Background: an optimization exercise with open tools, aiming at small area. Do not read the settings as production practice. Where RTL was checked, it was by simulation tests only, not by an equivalence proof against the original. Function not checked in runs 1, 2, 4 and 5: the RTL went through the layout flow alone. Power and IR drop assume default switching activity.

### config.mk
export PLATFORM = sky130hd
export DESIGN_NAME = top
export DESIGN_NICKNAME = top
export VERILOG_FILES = /design/flow/design.v
export SDC_FILE = /design/flow/constraint.sdc
export NUM_CORES = 4
export LEC_CHECK = 0
export CAP_MARGIN = 20
export CORE_MARGIN = 2
export CORE_UTILIZATION = 40
export CTS_BUF_LIST = sky130_fd_sc_hd__clkbuf_8
export CTS_CLUSTER_SIZE = 30
export SLEW_MARGIN = 20
### constraint.sdc
create_clock -name core_clock -period 10.0 [get_ports {clk}]
set_input_delay 2.0000 -clock core_clock [delete_from_list [all_inputs] [get_ports {clk}]]
set_output_delay 2.0000 -clock core_clock [all_outputs]
set_load 0.01 [all_outputs]
### design.v
module TwentyFiveMHz(clk, reset, en_nxt);
	input clk, reset;
	output en_nxt;
	reg [1:0] cnt;
	assign en_nxt = &cnt;
	always @(posedge clk or posedge reset)
		if (reset) cnt <= 2'd0;
		else cnt <= cnt + 2'd1;
endmodule
module HorizontalCnt(vga_clk, en, reset, HcntValue, VcntEnable);
	input vga_clk, en, reset;
	output reg [9:0] HcntValue;
	output reg VcntEnable;
	wire wrap = HcntValue[9] & HcntValue[8] & HcntValue[5];
	always @(posedge vga_clk or posedge reset) begin
		if (reset) begin
			HcntValue <= 10'd0;
			VcntEnable <= 1'b0;
		end
		else if (en) begin
			HcntValue <= wrap ? 10'd0 : HcntValue + 10'd1;
			VcntEnable <= wrap;
		end
	end
endmodule
module VerticalCnt(vga_clk, en, reset, VcntEnable, VcntValue);
	input vga_clk, en, reset, VcntEnable;
	output reg [8:0] VcntValue;
	wire wrap = VcntValue[8] & VcntValue[7] & VcntValue[6] & VcntValue[0];
	always @(posedge vga_clk or posedge reset) begin
		if (reset) VcntValue <= 9'd0;
		else if (en & VcntEnable) VcntValue <= wrap ? 9'd0 : VcntValue + 9'd1;
	end
endmodule
module kbd_protocol(reset, clk, en, ps2clk, ps2data, key, strobe);
	input reset, clk, en, ps2clk, ps2data;
	output [7:0] key;
	output reg strobe;
	reg [3:0] st;
	wire fall = st[3];
	always @(posedge clk or posedge reset)
		if (reset) st <= 4'd0;
		else if (en) begin
			case (st)
				4'd0, 4'd1, 4'd2, 4'd3: st <= ps2clk ? st + 4'd1 : 4'd0;
				4'd4:                   st <= ps2clk ? 4'd4 : 4'd5;
				4'd5, 4'd6, 4'd7:       st <= ps2clk ? 4'd1 : st + 4'd1;
				default:                st <= ps2clk ? 4'd1 : 4'd0;
			endcase
		end
	reg [3:0] cnt;       
	reg [8:0] sr;        
	reg par;             
	reg f0;              
	wire last = cnt[3] & cnt[1];                
	wire shift = ~(cnt[3] & (cnt[1] | cnt[0]));  
	assign key = sr[8:1];
	always @(posedge clk)
		if (en & fall) begin
			if (shift) sr <= {ps2data, sr[8:1]};
			par <= (cnt == 4'd0) ? ps2data : par ^ ps2data;
		end
	always @(posedge clk or posedge reset)
		if (reset) begin
			cnt <= 4'd0;
			f0 <= 1'b0;
			strobe <= 1'b0;
		end
		else if (en) begin
			strobe <= 1'b0;
			if (fall) begin
				if (last) begin
					cnt <= 4'd0;
					if (~sr[0] & ps2data & par) begin
						if (f0) begin
							strobe <= 1'b1;
							f0 <= 1'b0;
						end
						else if (sr[8:1] == 8'hF0) f0 <= 1'b1;
					end
				end
				else cnt <= cnt + 4'd1;
			end
		end
endmodule
module vgasync(reset, clk, en, HcntValue, VcntValue, hsync, vsync, r, g, b, key, strobe);
	input clk, en, strobe, reset;
	input [7:0] key;
	input [9:0] HcntValue;
	input [8:0] VcntValue;
	output hsync, vsync;
	output [2:0] r, g, b;
	function ge10(input [9:0] x, input [9:0] k);
		integer i;
		begin
			ge10 = 1'b1;
			for (i = 0; i < 10; i = i + 1)
				ge10 = k[i] ? (x[i] & ge10) : (x[i] | ge10);
		end
	endfunction
	wire [9:0] H = HcntValue;
	wire [8:0] V = VcntValue;
	assign hsync = ~(ge10(H, 10'd16) & ~ge10(H, 10'd111));
	assign vsync = (V == 9'd12);
	wire v50 = ge10({1'b0, V}, 10'd50);
	wire v250 = ge10({1'b0, V}, 10'd250);
	wire h161 = ge10(H, 10'd161);
	wire h374 = ge10(H, 10'd374);
	wire h587 = ge10(H, 10'd587);
	wire h800 = H[9] & H[8] & H[5];
	wire row1 = v50 & ~v250;
	wire row2 = v250;
	wire col1 = h161 & ~h374;
	wire col2 = h374 & ~h587;
	wire col3 = h587 & ~h800;
	reg [2:0] zone;
	wire kstb = en & strobe;
	always @(posedge clk or posedge reset)
		if (reset) zone <= 3'd0;
		else if (kstb)
			case (key)
				8'h16: zone <= 3'd1;
				8'h1E: zone <= 3'd2;
				8'h26: zone <= 3'd3;
				8'h25: zone <= 3'd4;
				8'h2E: zone <= 3'd5;
				8'h36: zone <= 3'd6;
				8'h76: zone <= 3'd0;
				default: ;
			endcase
	wire [1:0] cls = (key == 8'h2D) ? 2'd1 :
	                 (key == 8'h34) ? 2'd2 :
	                 (key == 8'h32) ? 2'd3 : 2'd0;
	wire blank = kstb & (zone == 3'd0);
	wire [12:0] shown [1:6];    
	genvar w;
	generate
		for (w = 1; w <= 6; w = w + 1) begin : win
			window wn(.clk(clk), .reset(reset), .we(kstb & (zone == w)),
			          .blank(blank), .cls(cls), .shown(shown[w]));
		end
	endgenerate
	function [2:0] level(input [3:0] c);
		reg [2:0] m;
		begin
			case (c[2:0])
				3'b000: m = 3'd0;
				3'b101: m = 3'd1;
				3'b011: m = 3'd2;
				3'b010: m = 3'd3;
				3'b110: m = 3'd4;
				3'b100: m = 3'd5;
				3'b111: m = 3'd6;
				default: m = 3'bxxx;
			endcase
			level = c[3] ? ~m : m;
		end
	endfunction
	wire [11:0] t1 = ({12{col1 & ~shown[1][12]}} & shown[1][11:0]) |
	                 ({12{col2 & ~shown[2][12]}} & shown[2][11:0]) |
	                 ({12{col3 & ~shown[3][12]}} & shown[3][11:0]);
	wire [11:0] t2 = ({12{col1 & ~shown[4][12]}} & shown[4][11:0]) |
	                 ({12{col2 & ~shown[5][12]}} & shown[5][11:0]) |
	                 ({12{col3 & ~shown[6][12]}} & shown[6][11:0]);
	wire [11:0] s = ({12{row1}} & t1) | ({12{row2}} & t2);
	assign r = level(s[3:0]);
	assign g = level(s[7:4]);
	assign b = level(s[11:8]);
endmodule
module window(clk, reset, we, blank, cls, shown);
	input clk, reset, we, blank;
	input [1:0] cls;
	output [12:0] shown;
	reg [2:0] sr, sg, sb;
	reg dr, dg, db;
	reg [1:0] tag;
	reg clr;
	wire er = we & ~tag[1] & tag[0];
	wire eg = we & tag[1] & ~tag[0];
	wire eb = we & tag[1] & tag[0];
	always @(posedge clk or posedge reset)
		if (reset) begin
			{sr, sg, sb, dr, dg, db, tag, clr} <= 15'd0;
		end
		else begin
			if (er) begin
				sr <= {~sr[0], sr[2] ^ sr[1], ~sr[1]};
				dr <= dr ^ (sr[2] & sr[1] & sr[0]);
			end
			if (eg) begin
				sg <= {~sg[0], sg[2] ^ sg[1], ~sg[1]};
				dg <= dg ^ (sg[2] & sg[1] & sg[0]);
			end
			if (eb) begin
				sb <= {~sb[0], sb[2] ^ sb[1], ~sb[1]};
				db <= db ^ (sb[2] & sb[1] & sb[0]);
			end
			if (we) tag <= cls;
			if (we) clr <= 1'b0;
			else if (blank) clr <= 1'b1;
		end
	assign shown = {clr, db, sb, dg, sg, dr, sr};
endmodule
module top(reset, clk, ps2clk, ps2data, hsync, vsync, red, green, blue);
	input reset, clk;
	input ps2clk, ps2data;
	output hsync, vsync;
	output [2:0] red, green, blue;
	wire tick;
	wire [9:0] Hcount;
	wire [8:0] Vcount;
	wire Venable;
	wire kstrobe;
	wire [7:0] key;
	TwentyFiveMHz cl25(clk, reset, tick);
	HorizontalCnt hcnt(clk, tick, reset, Hcount, Venable);
	VerticalCnt vcnt(clk, tick, reset, Venable, Vcount);
	kbd_protocol kbdp(reset, clk, tick, ps2clk, ps2data, key, kstrobe);
	vgasync vga(reset, clk, tick, Hcount, Vcount, hsync, vsync, red, green, blue, key, kstrobe);
endmodule
### run.sh
#!/bin/bash
# synth_recipe.tcl (not shown) runs the flow's synth.tcl, then flattens the netlist and writes it again
# the make line also repeats each setting of config.mk as NAME=value (left out here)
make -C /OpenROAD-flow-scripts/flow DESIGN_CONFIG=/design/flow/config.mk WORK_HOME=/design/flow/orfs CLKGATE_MAP_FILE= SYNTH_SCRIPT=/design/flow/synth_recipe.tcl finish
==> results.sh, run 1 <==
export IMPL_number_of_enable_type_register_cells_in_the_synthesized_netlist=10
export IMPL_cp_common_cell="sky130_fd_sc_hd__ha_1"
export IMPL_syn_inst=713
export IMPL_timing_critical_path_fanout_max=24
export IMPL_core_area_um2=17400
export IMPL_synthesis_yosys_warnings=6
export IMPL_switching_share=0.229
export IMPL_leakage_nw=3.61
export IMPL_cts_root_to_sink_buffers=2
export IMPL_yosysSeqAreaShare=0.480
export IMPL_clk_latency_ns=0.44
export IMPL_ys_flop_type="sky130_fd_sc_hd__dfrtp_1"
export IMPL_grt_overflow_total=0
export IMPL_finalNetCount=761
export IMPL_groute_usage_overall=0.173
export IMPL_clock_root_buffer="sky130_fd_sc_hd__clkbuf_8"
export IMPL_critPathKind="register to primary output"
export IMPL_holdCritPathClass="register to register"
export IMPL_postCtsSetupBuffers=0
export IMPL_cp_slowest_stage_delay_ns=0.96
export IMPL_max_vdd_ir_drop_mv=0.0891
export IMPL_layout_core_utilization=0.452
export IMPL_finalSetupViolCount=0
export IMPL_summed_area_of_non_filler_cells_in_the_final_layout_um2=7850
export IMPL_grt_max_degree=68
export IMPL_clk_pin_slew_ns=0.07
export IMPL_drc=0
export IMPL_worstRegToRegCells=6
export IMPL_placement_cell_area_um2=7490
export IMPL_final_hold_vio_count=0
export IMPL_finalCriticalPeriod_ns=6.26
export IMPL_drt_pass1_iterations=4
export IMPL_totalNegativeSetupSlack_ns=0
export IMPL_die_width_um=138
export IMPL_postSynth_asyncResetShare=0.926
export IMPL_clock_sinks=135
export IMPL_clock_tree_from_tritoncts="yes"
export IMPL_detail_route_wirelength_mm=14.9
export IMPL_cts_buffers_inserted=17
export IMPL_cp_slowest_cell="sky130_fd_sc_hd__a32o_1"
export IMPL_detailed_place_hpwl_mm=10.6
export IMPL_combPwrFrac=0.055
export IMPL_yosys_register_bits=135
export IMPL_mappedNetlistNets=748
export IMPL_syn_to_final_growth_pct=9.90
export IMPL_drive_above_1_share=0.0896
export IMPL_crit_path_end_kind="primary output"
export IMPL_wl_per_instance_um=15.5
export IMPL_status="no timing/DRC/antenna violations"
export IMPL_finalWeightedCongestion=0.833
export IMPL_cts_hold_buffers_added=0
export IMPL_placementRows=48
export IMPL_num_vias=5350
export IMPL_worst_slew_margin_rel=0.280
export IMPL_layout_worst_path_cycle_share=0.626
export IMPL_route_detailed_vias_per_inst=5.56
export IMPL_achievable_frequency_ghz=0.160
export IMPL_worst_setup_path_start_kind="register"
export IMPL_numPortBuffers=14
export IMPL_initial_cell_density_of_the_core=0.411
export IMPL_io_pins=15
export IMPL_cts_resized=0
export IMPL_post_synth_num_cell_types=57
export IMPL_initial_antenna_violation_count=0
export IMPL_worstHoldPathCells=1
export IMPL_first_pass_grt_wire_length_mm=25.5
export IMPL_p_sw_w=0.000238
export IMPL_rsz0062_at_grt="false"
export IMPL_cellInternalPower_w=0.000800
export IMPL_power_frac_clock=0.402
export IMPL_maxCapViolCount=0
export IMPL_finalClockSkew_ns=0.00916
export IMPL_die_area_um2=18900
export IMPL_diodes=0
export IMPL_first_global_vias=5289
export IMPL_power_density_nw_per_um2=132
export IMPL_slew_viol_final=0
export IMPL_chipHeight_um=138
export IMPL_pwr_share_seq=0.543
export IMPL_tightestPinTransition_ns=1.08
export IMPL_avgSynthCellArea_um2=10.0
export IMPL_synth_cell_area_um2=7140
export IMPL_detailedRoute_firstIterationViolations=316
export IMPL_cts_max_level=4
export IMPL_crit_chain="ha_1, inv_1, ha_1, nor2b_1, o31ai_1, a32o_1, a32oi_1, o211a_1, nor4b_1, nor4_1, clkdlybuf4s50_1"
export IMPL_data_required_time_of_the_critical_path_ns=8.00
export IMPL_drtAntennaViolNets=0
export IMPL_worstPathArrival_ns=4.26
==> cells in the final DEF, fill, tap and decap left out, types with 5 or more instances in the layout <==
cell,instances
sky130_fd_sc_hd__mux2_2,25
sky130_fd_sc_hd__nor3_1,15
sky130_fd_sc_hd__ha_1,31
sky130_fd_sc_hd__o211ai_1,6
sky130_fd_sc_hd__nand3b_1,16
sky130_fd_sc_hd__inv_1,28
sky130_fd_sc_hd__clkbuf_8,22
sky130_fd_sc_hd__nor2b_1,15
sky130_fd_sc_hd__xor2_1,25
sky130_fd_sc_hd__a22oi_1,11
sky130_fd_sc_hd__nand3_1,19
sky130_fd_sc_hd__nor3b_1,16
sky130_fd_sc_hd__xnor2_1,11
sky130_fd_sc_hd__and3_1,9
sky130_fd_sc_hd__buf_4,6
sky130_fd_sc_hd__nor2_1,59
sky130_fd_sc_hd__edfxtp_1,10
sky130_fd_sc_hd__o31ai_1,5
sky130_fd_sc_hd__nor4_1,6
sky130_fd_sc_hd__nand2_1,93
sky130_fd_sc_hd__a21oi_1,17
sky130_fd_sc_hd__o211a_1,10
sky130_fd_sc_hd__dfrtp_1,125
sky130_fd_sc_hd__a32oi_1,23
sky130_fd_sc_hd__clkdlybuf4s50_1,14
sky130_fd_sc_hd__o21ai_0,56
==> worst max-delay path: cells and delay by family, from the launching register on <==
kind | cells | cell delay, ns
buf+inv | 2 | 0.66
simple gates | 3 | 0.50
compound gates | 4 | 1.89
fa+ha+maj | 2 | 0.37
flops | 1 | 0.40
==> metrics by stage <==
step | worst slack, ns | total power, W | hold slack (ns) | instances
final | 3.74 | 0.00104 | 0.428 | 962
after global routing | 3.37 | 0.00108 | 0.459 | 962
after floorplan | 4.67 | 0.000617 | 0.401 | 713
after global placement | 4.36 | 0.000627 | 0.411 | 932
after CTS | 3.72 | 0.00105 | 0.431 | 962
after detailed placement | 4.20 | 0.000631 | 0.420 | 932
==> kinds of logic after synthesis <==
| logic type | count (synthesis) | share of synthesized area |
|---|---|---|
| compound gates | 165 | 0.163 |
| buf+inv | 50 | 0.0300 |
| xor+xnor | 36 | 0.0442 |
| fa+ha+maj | 31 | 0.0543 |
| simple gates | 269 | 0.186 |
| mux | 27 | 0.0422 |
| flops | 135 | 0.480 |
==> routing by layer <==
layer	vias to the layer above	track usage	part of all wire
li1	2606	-	-
met1	2621	0.224	0.48
met2	97	0.283	0.47
met3	26	0.0302	0.026
met4	0	0.0808	0.027
met5	-	0	0
==> sequential cells by signal (all words and copies together) (netlist names) <==
| name | count |
|---|---|
| kbdp.strobe | 1 |
| hcnt.VcntEnable | 1 |
| kbdp.par | 1 |
| vga.win.wn.dg | 6 |
| vga.win.wn.sg | 18 |
| kbdp.cnt | 4 |
| kbdp.f0 | 1 |
| vga.zone | 3 |
| hcnt.HcntValue | 10 |
| vga.win.wn.dr | 6 |
| vcnt.VcntValue | 9 |
| vga.win.wn.clr | 6 |
| cl25.cnt | 2 |
| kbdp.st | 4 |
| vga.win.wn.sb | 18 |
| vga.win.wn.tag | 12 |
| kbdp.sr | 9 |
| vga.win.wn.sr | 18 |
| vga.win.wn.db | 6 |
==> path summary, 6_finish.rpt <==
kind	from	end	slack (ns)
max in group asynchronous	reset	vga.win[4].wn.clr	6.62
min	cl25.cnt[0]	cl25.cnt[0]	0.43
min in group asynchronous	reset	vga.win[5].wn.sr[0]	2.08
max	hcnt.HcntValue[0]	red[0]	3.74
min reg2reg	cl25.cnt[0]	cl25.cnt[0]	0.43
max reg2reg	cl25.cnt[0]	vga.win[4].wn.sg[1]	7.23
==> Yosys cell counts, types with 4 or more instances <==
cell type                  count  share of area
sky130_fd_sc_hd__a21o_1        4         0.0042
sky130_fd_sc_hd__a21oi_1      17          0.012
sky130_fd_sc_hd__a22oi_1      11          0.012
sky130_fd_sc_hd__a32oi_1      23          0.028
sky130_fd_sc_hd__and3_1        9         0.0079
sky130_fd_sc_hd__clkbuf_1     20          0.011
sky130_fd_sc_hd__dfrtp_1     125           0.44
sky130_fd_sc_hd__edfxtp_1     10          0.042
sky130_fd_sc_hd__ha_1         31          0.054
sky130_fd_sc_hd__inv_1        24          0.013
sky130_fd_sc_hd__mux2_2       25          0.039
sky130_fd_sc_hd__nand2_1      93          0.049
sky130_fd_sc_hd__nand2b_1      4         0.0035
sky130_fd_sc_hd__nand3_1      19          0.013
sky130_fd_sc_hd__nand3b_1     16          0.017
sky130_fd_sc_hd__nand4_1       4         0.0035
sky130_fd_sc_hd__nor2_1       59          0.031
sky130_fd_sc_hd__nor2b_1      15          0.013
sky130_fd_sc_hd__nor3_1       15          0.011
sky130_fd_sc_hd__nor3b_1      16          0.017
sky130_fd_sc_hd__nor4_1        6         0.0053
sky130_fd_sc_hd__nor4b_1       4         0.0049
sky130_fd_sc_hd__o211a_1      10          0.014
sky130_fd_sc_hd__o211ai_1      6         0.0063
sky130_fd_sc_hd__o21ai_0      56          0.039
sky130_fd_sc_hd__o21ai_1       4         0.0028
sky130_fd_sc_hd__o311a_1       4         0.0056
sky130_fd_sc_hd__o31ai_1       5         0.0053
sky130_fd_sc_hd__xnor2_1      11          0.013
sky130_fd_sc_hd__xor2_1       25          0.031
==> power by group through the flow <==
| stage | Combinational, W | Sequential, W | Clock, W |
|---|---|---|---|
| floorplan | 0.0000447 | 0.000572 | 0 |
| global placement | 0.0000541 | 0.000573 | 0 |
| detailed placement | 0.0000578 | 0.000574 | 0 |
| CTS | 0.0000578 | 0.000563 | 0.000430 |
| global route | 0.0000660 | 0.000564 | 0.000455 |
| finish | 0.0000572 | 0.000563 | 0.000417 |
==> cell type report <==
class                           instances  area [µm²]
Timing Repair Buffer                   20         185
Sequential cell                       135        3430
Fill cell                            1616        9510
Multi-Input combinational cell        528        3500
Clock buffer                           22         303
Tap cell                              225         282
Clock inverter                          8        58.8
Inverter                               24        92.6
==> inputs of run 2 (changes only) <==
--- a/config.mk
+++ b/config.mk
@@ -9,5 +9,4 @@
 export CORE_MARGIN = 2
 export CORE_UTILIZATION = 40
-export CTS_BUF_LIST = sky130_fd_sc_hd__clkbuf_8
-export CTS_CLUSTER_SIZE = 30
+export CTS_BUF_LIST = sky130_fd_sc_hd__clkbuf_4
 export SLEW_MARGIN = 20
==> run 2 against run 1 <==
Compared with the run above:
- still clean
- total power is 9.8% lower
- worst hold slack improved by 0.0063 ns
- global-route usage about the same
- critical path depth unchanged
- first-iteration DRC count is 15% lower
- fmax is 1.7% lower
- wire length is 0.70% lower
- die area is the same
- critical path type unchanged
- largest cell class unchanged
==> results.sh, run 2 <==
export IMPL_cts_buffers_inserted=17
export IMPL_syn_to_final_growth_pct=8.01
export IMPL_clk_latency_ns=0.55
export IMPL_critPathKind="register to primary output"
export IMPL_drt_pass1_iterations=5
export IMPL_worstHoldPathCells=1
export IMPL_totalNegativeSetupSlack_ns=0
export IMPL_drive_above_1_share=0.0896
export IMPL_yosys_top_cells_area="sky130_fd_sc_hd__dfrtp_1 (44%), sky130_fd_sc_hd__ha_1 (5.4%), sky130_fd_sc_hd__nand2_1 (4.9%), sky130_fd_sc_hd__edfxtp_1 (4.2%), sky130_fd_sc_hd__mux2_2 (3.9%)"
export IMPL_detailed_place_hpwl_mm=10.6
export IMPL_finalNetCount=761
export IMPL_holdCritPathClass="register to register"
export IMPL_slew_viol_final=0
export IMPL_first_pass_grt_wire_length_mm=25.4
export IMPL_groute_usage_overall=0.173
export IMPL_crit_path_end_kind="primary output"
export IMPL_ys_top_cells_by_count="sky130_fd_sc_hd__dfrtp_1 (125), sky130_fd_sc_hd__nand2_1 (93), sky130_fd_sc_hd__nor2_1 (59)"
export IMPL_worstRegToRegCells=7
export IMPL_synthXorXnorAreaFrac=0.0442
export IMPL_finalCriticalPeriod_ns=6.36
export IMPL_core_area_um2=17400
export IMPL_clock_sinks=135
export IMPL_grt_max_degree=68
export IMPL_clk_pin_slew_ns=0.11
export IMPL_num_vias=5318
export IMPL_synth_top_area_share=0.438
export IMPL_dominant_combinational_cell_family_by_area_after_synthesis="simple AND/OR/NAND/NOR gates"
export IMPL_worst_slew_margin_rel=0.273
export IMPL_timing_critical_path_fanout_max=24
export IMPL_clock_tree_from_tritoncts="yes"
export IMPL_initial_cell_density_of_the_core=0.411
export IMPL_finalSetupViolCount=0
export IMPL_postCtsSetupBuffers=0
export IMPL_yosys_cell_count_top_type="sky130_fd_sc_hd__dfrtp_1"
export IMPL_post_layout_total_power_w=0.000936
export IMPL_synth_cell_area_um2=7140
export IMPL_ys_flop_type="sky130_fd_sc_hd__dfrtp_1"
export IMPL_finalClockSkew_ns=0.0172
export IMPL_placementRows=48
export IMPL_post_synth_num_cell_types=57
export IMPL_clock_root_buffer="sky130_fd_sc_hd__clkbuf_4"
export IMPL_rsz0062_at_grt="false"
export IMPL_synth_simple_area_share=0.186
export IMPL_synth_compound_gate_area_share=0.163
export IMPL_final_common_cell="sky130_fd_sc_hd__dfrtp_1"
export IMPL_layout_worst_path_cycle_share=0.636
export IMPL_first_global_vias=5239
export IMPL_io_pins=15
export IMPL_finalWeightedCongestion=0.833
export IMPL_cts_root_to_sink_buffers=2
export IMPL_status="no timing/DRC/antenna violations"
export IMPL_final_fill_count=1645
export IMPL_mappedNetlistNets=748
export IMPL_syn_inst=713
export IMPL_achievable_frequency_ghz=0.157
export IMPL_cts_max_level=4
export IMPL_cts_resized=0
export IMPL_drc=0
export IMPL_detailedRoute_firstIterationViolations=269
export IMPL_tightestPinTransition_ns=1.09
export IMPL_postSynth_asyncResetShare=0.926
export IMPL_final_hold_vio_count=0
export IMPL_die_width_um=138
export IMPL_power_density_nw_per_um2=121
export IMPL_initial_antenna_violation_count=1
export IMPL_yosys_register_bits=135
export IMPL_mux_share_of_post_synthesis_cell_area=0.0422
export IMPL_wl_per_instance_um=15.4
export IMPL_avgSynthCellArea_um2=10.0
export IMPL_max_vdd_ir_drop_mv=0.0631
export IMPL_route_detailed_vias_per_inst=5.52
export IMPL_yosys_area_share_adder=0.0543
export IMPL_leakage_nw=3.53
export IMPL_number_of_enable_type_register_cells_in_the_synthesized_netlist=10
export IMPL_maxCapViolCount=0
export IMPL_numPortBuffers=14
export IMPL_cts_hold_buffers_added=0
export IMPL_synthesis_yosys_warnings=6
export IMPL_grt_overflow_total=0
export IMPL_biggestRegsByFlops="vga.win.wn.sb (18), vga.win.wn.sg (18), vga.win.wn.sr (18)"
export IMPL_chipHeight_um=138
export IMPL_detail_route_wirelength_mm=14.8
export IMPL_synth_largest_area_cell="sky130_fd_sc_hd__dfrtp_1"
export IMPL_most_common_layout_cells="sky130_fd_sc_hd__dfrtp_1 (125), sky130_fd_sc_hd__nand2_1 (93), sky130_fd_sc_hd__nor2_1 (59), sky130_fd_sc_hd__o21ai_0 (56), sky130_fd_sc_hd__ha_1 (31)"
export IMPL_die_area_um2=18900
export IMPL_data_required_time_of_the_critical_path_ns=8.00
export IMPL_yosysSeqAreaShare=0.480
export IMPL_worstPathArrival_ns=4.36
export IMPL_drtAntennaViolNets=0
export IMPL_worst_setup_path_start_kind="register"
-- run 2: cell counts after synthesis --
Identical to the previous run, type by type.
-- run 2: power by group --
part           switching, W  internal, W  total [W]
combinational     0.0000350    0.0000220  0.0000570
clock              0.000186     0.000130   0.000316
sequential       0.00000717     0.000556   0.000563
total              0.000229     0.000707   0.000936
-- run 2: layout make-up --
type	count	area, µm²	share of cell area
clock buffer	22	165	0.0214
multi-input combinational	528	3500	0.454
timing repair buffer	20	185	0.0240
sequential	135	3430	0.445
clock inverter	8	58.8	0.00762
tap	225	282	0.0365
antenna	1	2.50	0.000324
inverter	24	92.6	0.0120
-- run 2: final timing paths --
| path | from | end | slack, ns |
|---|---|---|---|
| setup reg to reg | cl25.cnt[0] | vga.win[4].wn.dg | 7.24 |
| setup / recovery | hcnt.HcntValue[0] | red[0] | 3.64 |
| max in group asynchronous | reset | vga.win[1].wn.sg[0] | 6.74 |
| min in group asynchronous | reset | vga.win[5].wn.sr[0] | 1.96 |
| hold / removal | cl25.cnt[0] | cl25.cnt[0] | 0.43 |
| hold reg to reg | cl25.cnt[0] | cl25.cnt[0] | 0.43 |
-- run 2: critical path: stages (launching register included) --
cell and delay [ns]:
sky130_fd_sc_hd__dfrtp_1 0.41, sky130_fd_sc_hd__ha_1 0.24, sky130_fd_sc_hd__inv_1 0.06, sky130_fd_sc_hd__ha_1 0.13
sky130_fd_sc_hd__nor2b_1 0.04, sky130_fd_sc_hd__o31ai_1 0.33, sky130_fd_sc_hd__a32o_1 0.96, sky130_fd_sc_hd__a32oi_1 0.27
sky130_fd_sc_hd__o211a_1 0.31, sky130_fd_sc_hd__nor4b_1 0.15, sky130_fd_sc_hd__nor4_1 0.31, sky130_fd_sc_hd__clkdlybuf4s50_1 0.60
-- run 2: metal layers --
| metal | track usage | wire, µm | vias up |
|---|---|---|---|
| met1 | 0.225 | 7110 | 2601 |
| met5 | 0 | 0 | - |
| met4 | 0.0825 | 443 | 0 |
| li1 | - | - | 2613 |
| met3 | 0.0313 | 413 | 27 |
| met2 | 0.280 | 6880 | 77 |
-- run 2: metrics by stage --
stage	cell area (µm²)	cells	setup WS, ns	hold slack, ns	utilization
after floorplan	7140	713	4.67	0.401	-
after global placement	7490	932	4.36	0.411	0.431
after detailed placement	7490	932	4.20	0.420	0.431
after CTS	7710	962	3.59	0.437	0.444
after global routing	7710	963	3.24	0.465	0.444
final	7710	963	3.64	0.434	0.444
-- run 2: logic make-up (layout without fill, tap and decap cells) --
logic type / count (synthesis) / in the layout
AOI/OAI and AO/OA: 165 / 165
other: 0 / 1
adders and majority gates: 31 / 31
muxes: 27 / 27
buffers and inverters: 50 / 74
xor gates and xnor gates: 36 / 36
and+or+nand+nor: 269 / 269
DFF: 135 / 135
==> inputs of run 3 (changes only) <==
--- a/design.v
+++ b/design.v
@@ -146,10 +146,10 @@
 			case (c[2:0])
 				3'b000: m = 3'd0;
-				3'b101: m = 3'd1;
+				3'b001: m = 3'd1;
 				3'b011: m = 3'd2;
-				3'b010: m = 3'd3;
-				3'b110: m = 3'd4;
-				3'b100: m = 3'd5;
-				3'b111: m = 3'd6;
+				3'b110: m = 3'd3;
+				3'b101: m = 3'd4;
+				3'b010: m = 3'd5;
+				3'b100: m = 3'd6;
 				default: m = 3'bxxx;
 			endcase
@@ -157,11 +157,13 @@
 		end
 	endfunction
-	wire [11:0] t1 = ({12{col1 & ~shown[1][12]}} & shown[1][11:0]) |
-	                 ({12{col2 & ~shown[2][12]}} & shown[2][11:0]) |
-	                 ({12{col3 & ~shown[3][12]}} & shown[3][11:0]);
-	wire [11:0] t2 = ({12{col1 & ~shown[4][12]}} & shown[4][11:0]) |
-	                 ({12{col2 & ~shown[5][12]}} & shown[5][11:0]) |
-	                 ({12{col3 & ~shown[6][12]}} & shown[6][11:0]);
-	wire [11:0] s = ({12{row1}} & t1) | ({12{row2}} & t2);
+	wire [6:1] sel = {row2 & col3, row2 & col2, row2 & col1,
+	                  row1 & col3, row1 & col2, row1 & col1};
+	reg [11:0] s;
+	integer k;
+	always @* begin
+		s = 12'd0;
+		for (k = 1; k <= 6; k = k + 1)
+			s = s | ({12{sel[k] & ~shown[k][12]}} & shown[k][11:0]);
+	end
 	assign r = level(s[3:0]);
 	assign g = level(s[7:4]);
@@ -185,14 +187,14 @@
 		else begin
 			if (er) begin
-				sr <= {~sr[0], sr[2] ^ sr[1], ~sr[1]};
-				dr <= dr ^ (sr[2] & sr[1] & sr[0]);
+				sr <= {sr[1:0], ~(sr[2] ^ sr[1])};
+				dr <= dr ^ (sr[2] & ~sr[1] & ~sr[0]);
 			end
 			if (eg) begin
-				sg <= {~sg[0], sg[2] ^ sg[1], ~sg[1]};
-				dg <= dg ^ (sg[2] & sg[1] & sg[0]);
+				sg <= {sg[1:0], ~(sg[2] ^ sg[1])};
+				dg <= dg ^ (sg[2] & ~sg[1] & ~sg[0]);
 			end
 			if (eb) begin
-				sb <= {~sb[0], sb[2] ^ sb[1], ~sb[1]};
-				db <= db ^ (sb[2] & sb[1] & sb[0]);
+				sb <= {sb[1:0], ~(sb[2] ^ sb[1])};
+				db <= db ^ (sb[2] & ~sb[1] & ~sb[0]);
 			end
 			if (we) tag <= cls;
--- a/config.mk
+++ b/config.mk
@@ -9,4 +9,3 @@
 export CORE_MARGIN = 2
 export CORE_UTILIZATION = 40
-export CTS_BUF_LIST = sky130_fd_sc_hd__clkbuf_4
 export SLEW_MARGIN = 20
==> run 3 against run 2 <==
Compared with the run above:
- setup slack better by 0.35 ns
- critical path depth down 2
- wire length grew 6.5%
- non-clock buffer count decreased by 2
- global-route usage fell by 0.65 points
- synthesized cell count decreased by 0.98%
- sequential power about the same
- fmax increased by 5.8%
- clock skew down 0.0077 ns
==> results.sh, run 3 <==
export IMPL_worstPathArrival_ns=4.01
export IMPL_finalCriticalPeriod_ns=6.01
export IMPL_yosys_cell_count_top_type="sky130_fd_sc_hd__dfrtp_1"
export IMPL_clock_root_buffer="sky130_fd_sc_hd__clkbuf_16"
export IMPL_yosys_area_share_adder=0.0522
export IMPL_crit_path_end_kind="primary output"
export IMPL_synthXorXnorAreaFrac=0.0365
export IMPL_achievable_frequency_ghz=0.166
export IMPL_data_required_time_of_the_critical_path_ns=8.00
export IMPL_synth_top_area_share=0.421
export IMPL_synthesis_yosys_warnings=6
export IMPL_tightestPinTransition_ns=0.893
export IMPL_biggestRegsByFlops="vga.win.wn.sb (18), vga.win.wn.sg (18), vga.win.wn.sr (18)"
export IMPL_timing_critical_path_fanout_max=17
export IMPL_area_used_by_multi_input_combinational_logic_um2=3710
export IMPL_core_area_um2=18100
export IMPL_initial_cell_density_of_the_core=0.411
export IMPL_placementRows=49
export IMPL_groute_usage_overall=0.167
export IMPL_initial_antenna_violation_count=0
export IMPL_cts_resized=0
export IMPL_drc=0
export IMPL_mux_share_of_post_synthesis_cell_area=0.0771
export IMPL_final_fill_count=1593
export IMPL_cts_buffers_inserted=17
export IMPL_max_vdd_ir_drop_mv=0.125
export IMPL_detail_route_wirelength_mm=15.8
export IMPL_worstHoldPathCells=1
export IMPL_route_detailed_vias_per_inst=5.61
export IMPL_worst_slew_margin_rel=0.405
export IMPL_leakage_nw=3.62
export IMPL_cts_max_level=4
export IMPL_clk_latency_ns=0.42
export IMPL_final_common_cell="sky130_fd_sc_hd__dfrtp_1"
export IMPL_die_width_um=140
export IMPL_detailed_place_hpwl_mm=11.3
export IMPL_critPathKind="register to primary output"
export IMPL_worstRegToRegCells=6
export IMPL_clock_tree_from_tritoncts="yes"
export IMPL_holdWs_ns=0.421
export IMPL_maxCapViolCount=0
export IMPL_syn_to_final_growth_pct=13.1
export IMPL_sequential_cell_area_um2=3430
export IMPL_holdCritPathClass="register to register"
export IMPL_final_hold_vio_count=0
export IMPL_status="no timing/DRC/antenna violations"
export IMPL_ys_flop_type="sky130_fd_sc_hd__dfrtp_1"
export IMPL_postCtsSetupBuffers=0
export IMPL_io_pins=15
export IMPL_dominant_combinational_cell_family_by_area_after_synthesis="simple AND/OR/NAND/NOR gates"
export IMPL_die_area_um2=19700
export IMPL_syn_inst=706
export IMPL_number_of_enable_type_register_cells_in_the_synthesized_netlist=10
export IMPL_slew_viol_final=0
export IMPL_worst_setup_path_start_kind="register"
export IMPL_drive_above_1_share=0.149
export IMPL_post_synth_num_cell_types=66
export IMPL_first_global_vias=5249
export IMPL_totalNegativeSetupSlack_ns=0
export IMPL_rsz0062_at_grt="false"
export IMPL_layout_worst_path_cycle_share=0.601
export IMPL_finalSetupViolCount=0
export IMPL_first_pass_grt_wire_length_mm=26.2
export IMPL_diodes=0
export IMPL_cts_root_to_sink_buffers=2
export IMPL_most_common_layout_cells="sky130_fd_sc_hd__dfrtp_1 (125), sky130_fd_sc_hd__nand2_1 (61), sky130_fd_sc_hd__mux2_2 (50), sky130_fd_sc_hd__inv_1 (43), sky130_fd_sc_hd__o21ai_0 (39)"
export IMPL_yosys_top_cells_area="sky130_fd_sc_hd__dfrtp_1 (42%), sky130_fd_sc_hd__mux2_2 (7.6%), sky130_fd_sc_hd__ha_1 (5.2%), sky130_fd_sc_hd__edfxtp_1 (4.0%), sky130_fd_sc_hd__nand2_1 (3.1%)"
export IMPL_numPortBuffers=14
export IMPL_clock_sinks=135
export IMPL_wl_per_instance_um=16.5
export IMPL_synth_cell_area_um2=7430
export IMPL_drt_pass1_iterations=4
export IMPL_mappedNetlistNets=741
export IMPL_yosysSeqAreaShare=0.461
export IMPL_finalNetCount=749
export IMPL_chipHeight_um=140
export IMPL_synth_simple_area_share=0.189
export IMPL_yosys_register_bits=135
export IMPL_postSynth_asyncResetShare=0.926
export IMPL_synth_largest_area_cell="sky130_fd_sc_hd__dfrtp_1"
export IMPL_finalClockSkew_ns=0.00946
export IMPL_power_density_nw_per_um2=152
export IMPL_clk_pin_slew_ns=0.06
export IMPL_num_vias=5362
export IMPL_cts_hold_buffers_added=0
export IMPL_grt_overflow_total=0
export IMPL_finalWeightedCongestion=0.818
export IMPL_ys_top_cells_by_count="sky130_fd_sc_hd__dfrtp_1 (125), sky130_fd_sc_hd__nand2_1 (61), sky130_fd_sc_hd__mux2_2 (50)"
export IMPL_detailedRoute_firstIterationViolations=267
export IMPL_synth_compound_gate_area_share=0.141
export IMPL_grt_max_degree=69
export IMPL_drtAntennaViolNets=0
export IMPL_avgSynthCellArea_um2=10.5
==> run 3: cell count changes after synthesis, moves of 8 or more <==
cell and delta:
sky130_fd_sc_hd__a22o_1 +12, sky130_fd_sc_hd__nor2b_1 -11, sky130_fd_sc_hd__nand2_1 -32, sky130_fd_sc_hd__nor2_1 -22, sky130_fd_sc_hd__a32oi_1 -11, sky130_fd_sc_hd__a22oi_1 -9
sky130_fd_sc_hd__mux2_2 +25, sky130_fd_sc_hd__xor2_1 -9, sky130_fd_sc_hd__o21ai_0 -17, sky130_fd_sc_hd__a211oi_1 +8, sky130_fd_sc_hd__inv_1 +20, sky130_fd_sc_hd__o211a_1 -9
sky130_fd_sc_hd__nor4_1 +8
==> run 3: power breakdown <==
part            total, W  internal (W)  switching, W
Sequential      0.000564      0.000557    0.00000704
Combinational  0.0000335     0.0000110     0.0000226
Clock           0.000683      0.000434      0.000249
Total            0.00128       0.00100      0.000279
==> run 3: critical path: stages, from the launching register on <==
cell,delay (ns)
sky130_fd_sc_hd__dfrtp_1,0.47
sky130_fd_sc_hd__o211a_1,0.28
sky130_fd_sc_hd__a221oi_2,0.27
sky130_fd_sc_hd__buf_4,0.27
sky130_fd_sc_hd__nor4b_4,0.70
sky130_fd_sc_hd__a22o_1,0.28
sky130_fd_sc_hd__a211oi_2,0.10
sky130_fd_sc_hd__nor4b_1,0.20
sky130_fd_sc_hd__nor4_1,0.40
sky130_fd_sc_hd__clkdlybuf4s50_1,0.61
==> run 3: cell type report <==
cell class | count | area share
multi-input cells | 498 | 0.441
clock inverters | 14 | 0.0231
inverters | 44 | 0.0199
repair buffers | 18 | 0.0202
clock buffers | 18 | 0.0536
flip-flops and latches | 135 | 0.408
well taps | 229 | 0.0341
==> run 3: layer usage <==
layer | up-vias | global-route usage | share of wire
met2 | 93 | 0.269 | 0.47
met4 | 0 | 0.0510 | 0.011
li1 | 2607 | - | -
met1 | 2649 | 0.223 | 0.48
met3 | 13 | 0.0421 | 0.034
met5 | - | 0 | 0
==> run 3: cell families after synthesis <==
group,count (synthesis)
compound gates,141
xor+xnor,31
fa+ha+maj,31
buf+inv,73
flops,135
mux,51
simple gates,244
==> run 3: final timing paths <==
kind	startpoint	end	slack, ns
worst max-delay path	vcnt.VcntValue[2]	red[1]	3.99
worst min-delay path	cl25.cnt[0]	cl25.cnt[0]	0.42
worst max register to register	cl25.cnt[0]	vga.win[5].wn.sr[0]	7.09
worst min register to register	cl25.cnt[0]	cl25.cnt[0]	0.42
max in group asynchronous	reset	vga.win[2].wn.clr	6.59
min in group asynchronous	reset	vga.win[3].wn.sr[0]	2.04
==> run 3: metrics by stage <==
stage	instance area [µm²]	cells	setup slack (ns)	power, W	utilization
6_report	8400	956	3.99	0.00128	0.465
5_1_grt	8400	956	3.74	0.00133	0.465
4_1_cts	8400	956	3.97	0.00129	0.465
3_5_place_dp	7760	924	4.44	0.000608	0.429
3_3_place_gp	7750	924	4.57	0.000604	0.428
2_1_floorplan	7430	706	4.67	0.000596	-
==> inputs of run 4 (changes only) <==
--- a/design.v
+++ b/design.v
@@ -146,10 +146,10 @@
 			case (c[2:0])
 				3'b000: m = 3'd0;
-				3'b001: m = 3'd1;
+				3'b101: m = 3'd1;
 				3'b011: m = 3'd2;
-				3'b110: m = 3'd3;
-				3'b101: m = 3'd4;
-				3'b010: m = 3'd5;
-				3'b100: m = 3'd6;
+				3'b010: m = 3'd3;
+				3'b110: m = 3'd4;
+				3'b100: m = 3'd5;
+				3'b111: m = 3'd6;
 				default: m = 3'bxxx;
 			endcase
@@ -157,13 +157,11 @@
 		end
 	endfunction
-	wire [6:1] sel = {row2 & col3, row2 & col2, row2 & col1,
-	                  row1 & col3, row1 & col2, row1 & col1};
-	reg [11:0] s;
-	integer k;
-	always @* begin
-		s = 12'd0;
-		for (k = 1; k <= 6; k = k + 1)
-			s = s | ({12{sel[k] & ~shown[k][12]}} & shown[k][11:0]);
-	end
+	wire [11:0] t1 = ({12{col1 & ~shown[1][12]}} & shown[1][11:0]) |
+	                 ({12{col2 & ~shown[2][12]}} & shown[2][11:0]) |
+	                 ({12{col3 & ~shown[3][12]}} & shown[3][11:0]);
+	wire [11:0] t2 = ({12{col1 & ~shown[4][12]}} & shown[4][11:0]) |
+	                 ({12{col2 & ~shown[5][12]}} & shown[5][11:0]) |
+	                 ({12{col3 & ~shown[6][12]}} & shown[6][11:0]);
+	wire [11:0] s = ({12{row1}} & t1) | ({12{row2}} & t2);
 	assign r = level(s[3:0]);
 	assign g = level(s[7:4]);
@@ -187,14 +185,14 @@
 		else begin
 			if (er) begin
-				sr <= {sr[1:0], ~(sr[2] ^ sr[1])};
-				dr <= dr ^ (sr[2] & ~sr[1] & ~sr[0]);
+				sr <= {~sr[0], sr[2] ^ sr[1], ~sr[1]};
+				dr <= dr ^ (sr[2] & sr[1] & sr[0]);
 			end
 			if (eg) begin
-				sg <= {sg[1:0], ~(sg[2] ^ sg[1])};
-				dg <= dg ^ (sg[2] & ~sg[1] & ~sg[0]);
+				sg <= {~sg[0], sg[2] ^ sg[1], ~sg[1]};
+				dg <= dg ^ (sg[2] & sg[1] & sg[0]);
 			end
 			if (eb) begin
-				sb <= {sb[1:0], ~(sb[2] ^ sb[1])};
-				db <= db ^ (sb[2] & ~sb[1] & ~sb[0]);
+				sb <= {~sb[0], sb[2] ^ sb[1], ~sb[1]};
+				db <= db ^ (sb[2] & sb[1] & sb[0]);
 			end
 			if (we) tag <= cls;
==> flow/run.sh (new file) <==
#!/bin/bash
# Own layout flow: the standard synthesis, then its combinational logic
# re-mapped by ABC for area (flip-flops kept as they are), then the standard
# layout steps with a clock tree built without dummy loads.
set -euo pipefail
W=$(pwd)
R=$W/orfs/results/$FLOW_PLATFORM/top/base
CTS="-sink_clustering_enable -repair_clock_nets -dont_use_dummy_load -buf_list sky130_fd_sc_hd__clkbuf_4"

bash standard.sh synth > $W/flow_synth.log 2>&1
cp $R/1_2_yosys.v $R/1_2_yosys_std.v
LIB=$FLOW_HOME/platforms/$FLOW_PLATFORM/lib/sky130_fd_sc_hd__tt_025C_1v80.lib \
IN=$R/1_2_yosys_std.v OUT=$R/1_2_yosys.v TOP=$FLOW_TOP \
  yosys -c $W/flow/remap.tcl > $W/flow_remap.log 2>&1
rm -f $R/1_synth.odb $R/1_synth.sdc
bash standard.sh "CTS_ARGS=$CTS" finish > $W/flow_finish.log 2>&1
==> flow/remap.tcl (new file) <==
# Re-map the combinational logic of the standard synthesis netlist for area.
# Flip-flop cells stay black boxes, so every register keeps its name and cell.
yosys read_liberty -ignore_miss_func $::env(LIB)
yosys blackbox sky130_fd_sc_hd__df* sky130_fd_sc_hd__edf* sky130_fd_sc_hd__sdf* sky130_fd_sc_hd__dl*
yosys read_verilog $::env(IN)
yosys hierarchy -top $::env(TOP)
yosys flatten
yosys opt -purge
set dont_use {}
foreach c {probe_p_8 probec_p_8 lpflow_bleeder_1 lpflow_clkbufkapwr_1 lpflow_clkbufkapwr_16
  lpflow_clkbufkapwr_2 lpflow_clkbufkapwr_4 lpflow_clkbufkapwr_8 lpflow_clkinvkapwr_1
  lpflow_clkinvkapwr_16 lpflow_clkinvkapwr_2 lpflow_clkinvkapwr_4 lpflow_clkinvkapwr_8
  lpflow_decapkapwr_12 lpflow_decapkapwr_3 lpflow_decapkapwr_4 lpflow_decapkapwr_6
  lpflow_decapkapwr_8 lpflow_inputiso0n_1 lpflow_inputiso0p_1 lpflow_inputiso1n_1
  lpflow_inputiso1p_1 lpflow_inputisolatch_1 lpflow_isobufsrc_1 lpflow_isobufsrc_16
  lpflow_isobufsrc_2 lpflow_isobufsrc_4 lpflow_isobufsrc_8 lpflow_isobufsrckapwr_16
  lpflow_lsbuf_lh_hl_isowell_tap_1 lpflow_lsbuf_lh_hl_isowell_tap_2
  lpflow_lsbuf_lh_hl_isowell_tap_4 lpflow_lsbuf_lh_isowell_4 lpflow_lsbuf_lh_isowell_tap_1
  lpflow_lsbuf_lh_isowell_tap_2 lpflow_lsbuf_lh_isowell_tap_4} {
  lappend dont_use -dont_use sky130_fd_sc_hd__$c
}
yosys abc -liberty $::env(LIB) {*}$dont_use -script "+&get -n; &st; &dc2; &syn2; &dch -f; &nf -R 1000 -p; &put"
yosys opt_clean -purge
yosys blackbox =sky130_fd_sc_hd__*
yosys stat -liberty $::env(LIB)
yosys write_verilog -noattr -nohex -nodec $::env(OUT)
==> standard.sh (new file) <==
#!/bin/bash
# synth_recipe.tcl (not shown) runs the flow's synth.tcl, then flattens the netlist and writes it again
# the make line also repeats each setting of config.mk as NAME=value (left out here)
make -C /OpenROAD-flow-scripts/flow DESIGN_CONFIG=/design/flow/config.mk WORK_HOME=/design/flow/orfs CLKGATE_MAP_FILE= SYNTH_SCRIPT=/design/flow/synth_recipe.tcl "${@:-finish}"
removed: run.sh
==> run 4 against run 3 <==
Compared with the run above:
- wire length shrank 19%
- clock-buffer cell count shrank 1
- via count shrank 14%
- synthesized cell count shrank 14%
- largest cell class is now registers
- highest routed layer unchanged
==> results.sh, run 4 <==
export IMPL_final_fill_count=1404
export IMPL_layout_core_utilization=0.450
export IMPL_biggestRegsByFlops="vga.win.wn.sb (18), vga.win.wn.sg (18), vga.win.wn.sr (18)"
export IMPL_detail_route_wirelength_mm=12.7
export IMPL_rrSetupSlack_ns=6.68
export IMPL_finalWeightedCongestion=0.786
export IMPL_avgSynthCellArea_um2=9.94
export IMPL_grt_max_degree=84
export IMPL_data_required_time_of_the_critical_path_ns=8.00
export IMPL_core_area_um2=14600
export IMPL_syn_inst=609
export IMPL_cts_hold_buffers_added=0
export IMPL_p_sw_w=0.000189
export IMPL_worst_setup_path_start_kind="register"
export IMPL_route_detailed_vias_per_inst=5.55
export IMPL_detailedRoute_firstIterationViolations=470
export IMPL_clk_latency_ns=0.53
export IMPL_wl_per_instance_um=15.4
export IMPL_hp_start="vga.win[4].wn.db"
export IMPL_worst_slew_margin_rel=0.291
export IMPL_worstHoldPathCells=1
export IMPL_synthesis_yosys_warnings=6
export IMPL_chipHeight_um=127
export IMPL_drt_pass1_iterations=5
export IMPL_worstRegToRegCells=8
export IMPL_pwr_share_seq=0.678
export IMPL_drc=0
export IMPL_post_layout_total_power_w=0.000832
export IMPL_clock_root_buffer="sky130_fd_sc_hd__clkbuf_4"
export IMPL_finalClockSkew_ns=0.0496
export IMPL_final_hold_vio_count=0
export IMPL_mappedNetlistNets=613
export IMPL_leakage_nw=2.70
export IMPL_rsz0062_at_grt="false"
export IMPL_holdCritPathClass="register to register"
export IMPL_drtAntennaViolNets=0
export IMPL_crit_path_end_kind="primary output"
export IMPL_numPortBuffers=14
export IMPL_critPathKind="register to primary output"
export IMPL_groute_usage_overall=0.168
export IMPL_grt_overflow_total=0
export IMPL_power_density_nw_per_um2=126
export IMPL_switching_share=0.228
export IMPL_worstPathArrival_ns=4.24
export IMPL_final_common_cell="sky130_fd_sc_hd__dfrtp_1"
export IMPL_layout_worst_path_cycle_share=0.624
export IMPL_placed_cells_incl_taps=810
export IMPL_maxCapViolCount=0
export IMPL_syn_to_final_growth_pct=8.93
export IMPL_die_width_um=127
export IMPL_end_point_of_the_worst_hold_path="vga.win[4].wn.db"
export IMPL_max_vdd_ir_drop_mv=0.0871
export IMPL_cts_max_level=4
export IMPL_detailed_place_hpwl_mm=8.74
export IMPL_slew_viol_final=0
export IMPL_io_pins=15
export IMPL_num_vias=4598
export IMPL_regToRegEndpoint="vga.win[2].wn.dr"
export IMPL_status="no timing/DRC/antenna violations"
export IMPL_post_place_ws_ns=4.34
export IMPL_finalSetupViolCount=0
export IMPL_initial_antenna_violation_count=1
export IMPL_drive_above_1_share=0.0358
export IMPL_most_common_layout_cells="sky130_fd_sc_hd__dfrtp_1 (125), sky130_fd_sc_hd__nor2_1 (108), sky130_fd_sc_hd__a21oi_1 (74), sky130_fd_sc_hd__nand2_1 (65), sky130_fd_sc_hd__xnor2_1 (41)"
export IMPL_first_pass_grt_wire_length_mm=21.5
export IMPL_power_frac_clock=0.292
export IMPL_clock_tree_from_tritoncts="yes"
export IMPL_first_global_vias=4310
export IMPL_cts_buffers_inserted=17
export IMPL_finalNetCount=649
export IMPL_cts_root_to_sink_buffers=2
export IMPL_achievable_frequency_ghz=0.160
export IMPL_crit_path_start="hcnt.HcntValue[4]"
export IMPL_placementRows=44
export IMPL_clk_pin_slew_ns=0.08
export IMPL_cellInternalPower_w=0.000642
export IMPL_post_layout_nonfiller_instances=828
export IMPL_timing_critical_path_fanout_max=12
export IMPL_cts_resized=0
export IMPL_initial_cell_density_of_the_core=0.414
export IMPL_clock_sinks=135
export IMPL_tightestPinTransition_ns=1.06
export IMPL_postCtsSetupBuffers=0
export IMPL_combPwrFrac=0.030
export IMPL_finalCriticalPeriod_ns=6.24
export IMPL_totalNegativeSetupSlack_ns=0
export IMPL_final_setup_worst_slack_ns=3.76
export IMPL_die_area_um2=16100
export IMPL_regToRegStartpoint="cl25.cnt[0]"
export IMPL_synth_cell_area_um2=6060
## run 4: per-layer routing
layer / GRT usage / up-vias / wire, µm
li1: - / 2275 / -
met1: 0.230 / 2233 / 6110
met2: 0.265 / 82 / 6020
met3: 0.0469 / 8 / 489
met4: 0.0433 / 0 / 106
met5: 0 / - / 0
## run 4: power groups by stage
stage,logic [W],clock network (W),registers [W]
floorplan,0.0000188,0,0.000573
global placement,0.0000242,0,0.000574
CTS,0.0000254,0.000254,0.000564
detailed placement,0.0000254,0,0.000575
global route,0.0000288,0.000278,0.000566
finish,0.0000247,0.000243,0.000564
## run 4: how the worst max path moves through the flow
stage / endpoint / slack, ns / cells past startpoint
after floorplan: red[2] / 5.29 / 11
after global placement: red[0] / 4.46 / 12
after detailed placement: red[0] / 4.34 / 12
after CTS: red[0] / 3.76 / 12
after global routing: blue[2] / 3.37 / 12
final: blue[2] / 3.76 / 12
## run 4: worst max-delay path: stages, from the launching register on
cell,delay [ns]
sky130_fd_sc_hd__dfrtp_1,0.47
sky130_fd_sc_hd__or4_1,0.55
sky130_fd_sc_hd__o21a_1,0.18
sky130_fd_sc_hd__o21a_1,0.15
sky130_fd_sc_hd__o21ai_0,0.27
sky130_fd_sc_hd__nor2_1,0.31
sky130_fd_sc_hd__a222oi_1,0.49
sky130_fd_sc_hd__o21ai_0,0.14
sky130_fd_sc_hd__a21oi_1,0.23
sky130_fd_sc_hd__nor2b_1,0.09
sky130_fd_sc_hd__nor2_1,0.14
sky130_fd_sc_hd__xor2_1,0.16
sky130_fd_sc_hd__clkdlybuf4s50_1,0.55
## run 4: layout make-up
cell class / count / area [µm²] / share of cell area
Clock buffer: 17 / 128 / 0.0193
Timing Repair Buffer: 17 / 166 / 0.0252
Tap cell: 184 / 230 / 0.0349
Sequential cell: 135 / 3430 / 0.520
Antenna cell: 1 / 2.50 / 0.000379
Multi-Input combinational cell: 467 / 2610 / 0.396
Inverter: 7 / 28.8 / 0.00436
## run 4: per-stage QoR
stage,cell area [µm²],hold WS [ns]
after floorplan,6060,0.441
after global placement,6460,0.458
after detailed placement,6460,0.459
after CTS,6580,0.474
after global routing,6600,0.492
final,6600,0.471
==> inputs of run 5 (changes only) <==
--- a/config.mk
+++ b/config.mk
@@ -8,4 +8,4 @@
 export CAP_MARGIN = 20
 export CORE_MARGIN = 2
-export CORE_UTILIZATION = 40
+export CORE_UTILIZATION = 65
 export SLEW_MARGIN = 20
==> run 5 against run 4 <==
Compared with the run above:
- still clean on timing, DRC and antenna
- sequential share of layout area grew 0.73 points
- combinational power is essentially flat
- via count grew 0.20%
- cell area shrank 1.4%
- critical path type unchanged
- largest cell class unchanged
- largest power group unchanged
==> results.sh, run 5 <==
export IMPL_drc=0
export IMPL_finalCriticalPeriod_ns=6.15
export IMPL_power_density_nw_per_um2=127
export IMPL_clock_tree_from_tritoncts="yes"
export IMPL_critPathKind="register to primary output"
export IMPL_mappedNetlistNets=613
export IMPL_status="no timing/DRC/antenna violations"
export IMPL_clk_pin_slew_ns=0.10
export IMPL_placementRows=35
export IMPL_most_common_layout_cells="sky130_fd_sc_hd__dfrtp_1 (125), sky130_fd_sc_hd__nor2_1 (108), sky130_fd_sc_hd__a21oi_1 (74), sky130_fd_sc_hd__nand2_1 (65), sky130_fd_sc_hd__xnor2_1 (41)"
export IMPL_combPwrFrac=0.030
export IMPL_synth_cell_area_um2=6060
export IMPL_detailedRoute_firstIterationViolations=341
export IMPL_grt_overflow_total=0
export IMPL_first_global_vias=4427
export IMPL_syn_to_final_growth_pct=7.42
export IMPL_cellInternalPower_w=0.000642
export IMPL_grt_max_degree=87
export IMPL_layout_core_utilization=0.711
export IMPL_worst_setup_path_start_kind="register"
export IMPL_groute_usage_overall=0.269
export IMPL_die_area_um2=10100
export IMPL_p_sw_w=0.000183
export IMPL_cp_slowest_stage_delay_ns=0.56
export IMPL_cts_max_level=4
export IMPL_detail_route_wirelength_mm=12.5
export IMPL_clk_latency_ns=0.51
export IMPL_cp_top_family="compound AO/OA/AOI/OAI gates"
export IMPL_final_hold_vio_count=0
export IMPL_power_frac_clock=0.287
export IMPL_cts_buffers_inserted=17
export IMPL_syn_inst=609
export IMPL_drive_above_1_share=0.0357
export IMPL_finalWeightedCongestion=0.808
export IMPL_finalNetCount=650
export IMPL_post_layout_nonfiller_instances=755
export IMPL_drt_pass1_iterations=6
export IMPL_wl_per_instance_um=16.5
export IMPL_route_detailed_vias_per_inst=6.10
export IMPL_max_vdd_ir_drop_mv=0.104
export IMPL_detailed_place_hpwl_mm=8.77
export IMPL_totalNegativeSetupSlack_ns=0
export IMPL_maxCapViolCount=0
export IMPL_clock_sinks=135
export IMPL_postCtsSetupBuffers=0
export IMPL_worstPathArrival_ns=4.15
export IMPL_io_pins=15
export IMPL_cts_resized=0
export IMPL_biggestRegsByFlops="vga.win.wn.sb (18), vga.win.wn.sg (18), vga.win.wn.sr (18)"
export IMPL_chipHeight_um=101
export IMPL_first_pass_grt_wire_length_mm=21.0
export IMPL_core_area_um2=9150
export IMPL_diodes=0
export IMPL_cp_slowest_cell="sky130_fd_sc_hd__clkdlybuf4s50_1"
export IMPL_worst_slew_margin_rel=0.321
export IMPL_area_used_by_multi_input_combinational_logic_um2=2610
export IMPL_avgSynthCellArea_um2=9.94
export IMPL_placement_cell_area_um2=6370
export IMPL_summed_area_of_non_filler_cells_in_the_final_layout_um2=6500
export IMPL_crit_chain="or4_1, o21a_1, o21a_1, o21ai_0, nor2_1, a22oi_1, o21ai_0, a221oi_1, a21oi_1, a21oi_1, xnor2_1, clkdlybuf4s50_1"
export IMPL_holdWs_ns=0.477
export IMPL_achievable_frequency_ghz=0.163
export IMPL_tightestPinTransition_ns=1.01
export IMPL_layout_worst_path_cycle_share=0.615
export IMPL_die_width_um=101
export IMPL_clock_root_buffer="sky130_fd_sc_hd__clkbuf_4"
export IMPL_switching_share=0.221
export IMPL_num_vias=4607
export IMPL_cts_root_to_sink_buffers=2
export IMPL_synthesis_yosys_warnings=6
export IMPL_final_fill_count=705
export IMPL_final_common_cell="sky130_fd_sc_hd__dfrtp_1"
export IMPL_drtAntennaViolNets=0
export IMPL_crit_path_end_kind="primary output"
export IMPL_pwr_share_seq=0.683
export IMPL_initial_antenna_violation_count=0
export IMPL_sequential_cell_area_um2=3430
export IMPL_cts_hold_buffers_added=0
export IMPL_holdCritPathClass="register to register"
export IMPL_finalClockSkew_ns=0.0367
export IMPL_leakage_nw=2.71
export IMPL_data_required_time_of_the_critical_path_ns=8.00
export IMPL_rsz0062_at_grt="false"
export IMPL_timing_critical_path_fanout_max=12
export IMPL_placed_cells_incl_taps=738
export IMPL_numPortBuffers=14
export IMPL_finalSetupViolCount=0
export IMPL_slew_viol_final=0
export IMPL_initial_cell_density_of_the_core=0.662
export IMPL_crit_buf_inv=1
==> run 5: cell count changes in the layout (fill, tap and decap cells not counted) <==
| cell | before | now |
|---|---|---|
| sky130_fd_sc_hd__diode_2 | 1 | 0 |
| sky130_fd_sc_hd__nor3_1 | 16 | 17 |
| sky130_fd_sc_hd__nor3_2 | 1 | 0 |
| sky130_fd_sc_hd__buf_4 | 2 | 3 |
==> run 5: worst paths after layout <==
path / end / startpoint / cells after the start / slack, ns
worst min register to register: vga.win[4].wn.dg / vga.win[4].wn.dg / 1 / 0.48
worst min-delay path: vga.win[4].wn.dg / vga.win[4].wn.dg / 1 / 0.48
worst max register to register: vga.win[2].wn.dr / cl25.cnt[0] / 8 / 6.77
min in group asynchronous: vcnt.VcntValue[6] / reset / 2 / 1.89
worst max-delay path: red[0] / hcnt.HcntValue[4] / 12 / 3.85
max in group asynchronous: vga.win[4].wn.dg / reset / 3 / 6.97
==> run 5: metal layers <==
layer / up-vias / share of wire / track usage
li1: 2270 / - / -
met1: 2210 / 0.45 / 0.362
met2: 117 / 0.49 / 0.442
met3: 10 / 0.050 / 0.0583
met4: 0 / 0.0083 / 0.0864
met5: - / 0 / 0
==> run 5: power by group through the flow <==
stage / registers, W / logic [W] / clock network, W
2_1_floorplan: 0.000573 / 0.0000188 / 0
3_3_place_gp: 0.000574 / 0.0000240 / 0
3_5_place_dp: 0.000574 / 0.0000252 / 0
4_1_cts: 0.000563 / 0.0000251 / 0.000243
5_1_grt: 0.000565 / 0.0000284 / 0.000267
6_report: 0.000564 / 0.0000246 / 0.000236
==> run 5: area by class of cell <==
type,instances,share of cell area
tap,111,0.0214
clock buffer,17,0.0196
sequential,135,0.527
timing repair buffer,18,0.0267
inverter,7,0.00442
multi-input combinational,467,0.401
==> run 5: worst register-to-register path, stage by stage, from the launching register on <==
cell                      delay [ns]
sky130_fd_sc_hd__dfrtp_1        0.40
sky130_fd_sc_hd__and2_0         0.57
sky130_fd_sc_hd__nand2_1        0.29
sky130_fd_sc_hd__or2_0          0.35
sky130_fd_sc_hd__nor3b_1        0.68
sky130_fd_sc_hd__nand2_1        0.11
sky130_fd_sc_hd__nor2_1         0.42
sky130_fd_sc_hd__nand4_1        0.19
sky130_fd_sc_hd__xnor2_1        0.15
==> run 5: through the flow <==
stage / setup WS [ns] / total power (W)
after floorplan: 5.29 / 0.000591
after global placement: 4.59 / 0.000598
after detailed placement: 4.40 / 0.000599
after CTS: 3.82 / 0.000832
after global routing: 3.40 / 0.000861
final: 3.85 / 0.000825

==> what the ideal ports hide <==
No port has a modelled driver above. Below, the same layouts with a new extraction and two added sets of constraints. Step 1, drivers: a clkbuf_16 drives clk and a buf_2 each remaining input, both assumed. Step 2 also shifts input and output timing later by t, the mid clock arrival at the registers, as if the neighbouring blocks saw the same clock. Slacks: no drivers / after step 1 / after step 2; pairs: no drivers / after step 1.
| run | shift t [ns] | setup WS [ns] | worst hold slack (ns) | worst setup path after step 2 | pins driven straight from the clock port |
|---|---|---|---|---|---|
| run 1 | 0.473 | 3.743 / 3.704 / 4.177 | 0.428 / 0.428 / 0.428 | register to output | 1 |
| run 2 | 0.577 | 3.637 / 3.599 / 4.176 | 0.434 / 0.434 / 0.434 | register to output | 1 |
| run 3 | 0.464 | 3.986 / 3.942 / 4.406 | 0.421 / 0.421 / 0.421 | register to output | 1 |
| run 4 | 0.541 | 3.761 / 3.722 / 4.264 | 0.471 / 0.471 / 0.471 | register to output | 1 |
| run 5 | 0.520 | 3.853 / 3.820 / 4.340 | 0.477 / 0.477 / 0.477 | register to output | 1 |
After both steps every run listed still meets setup and hold.
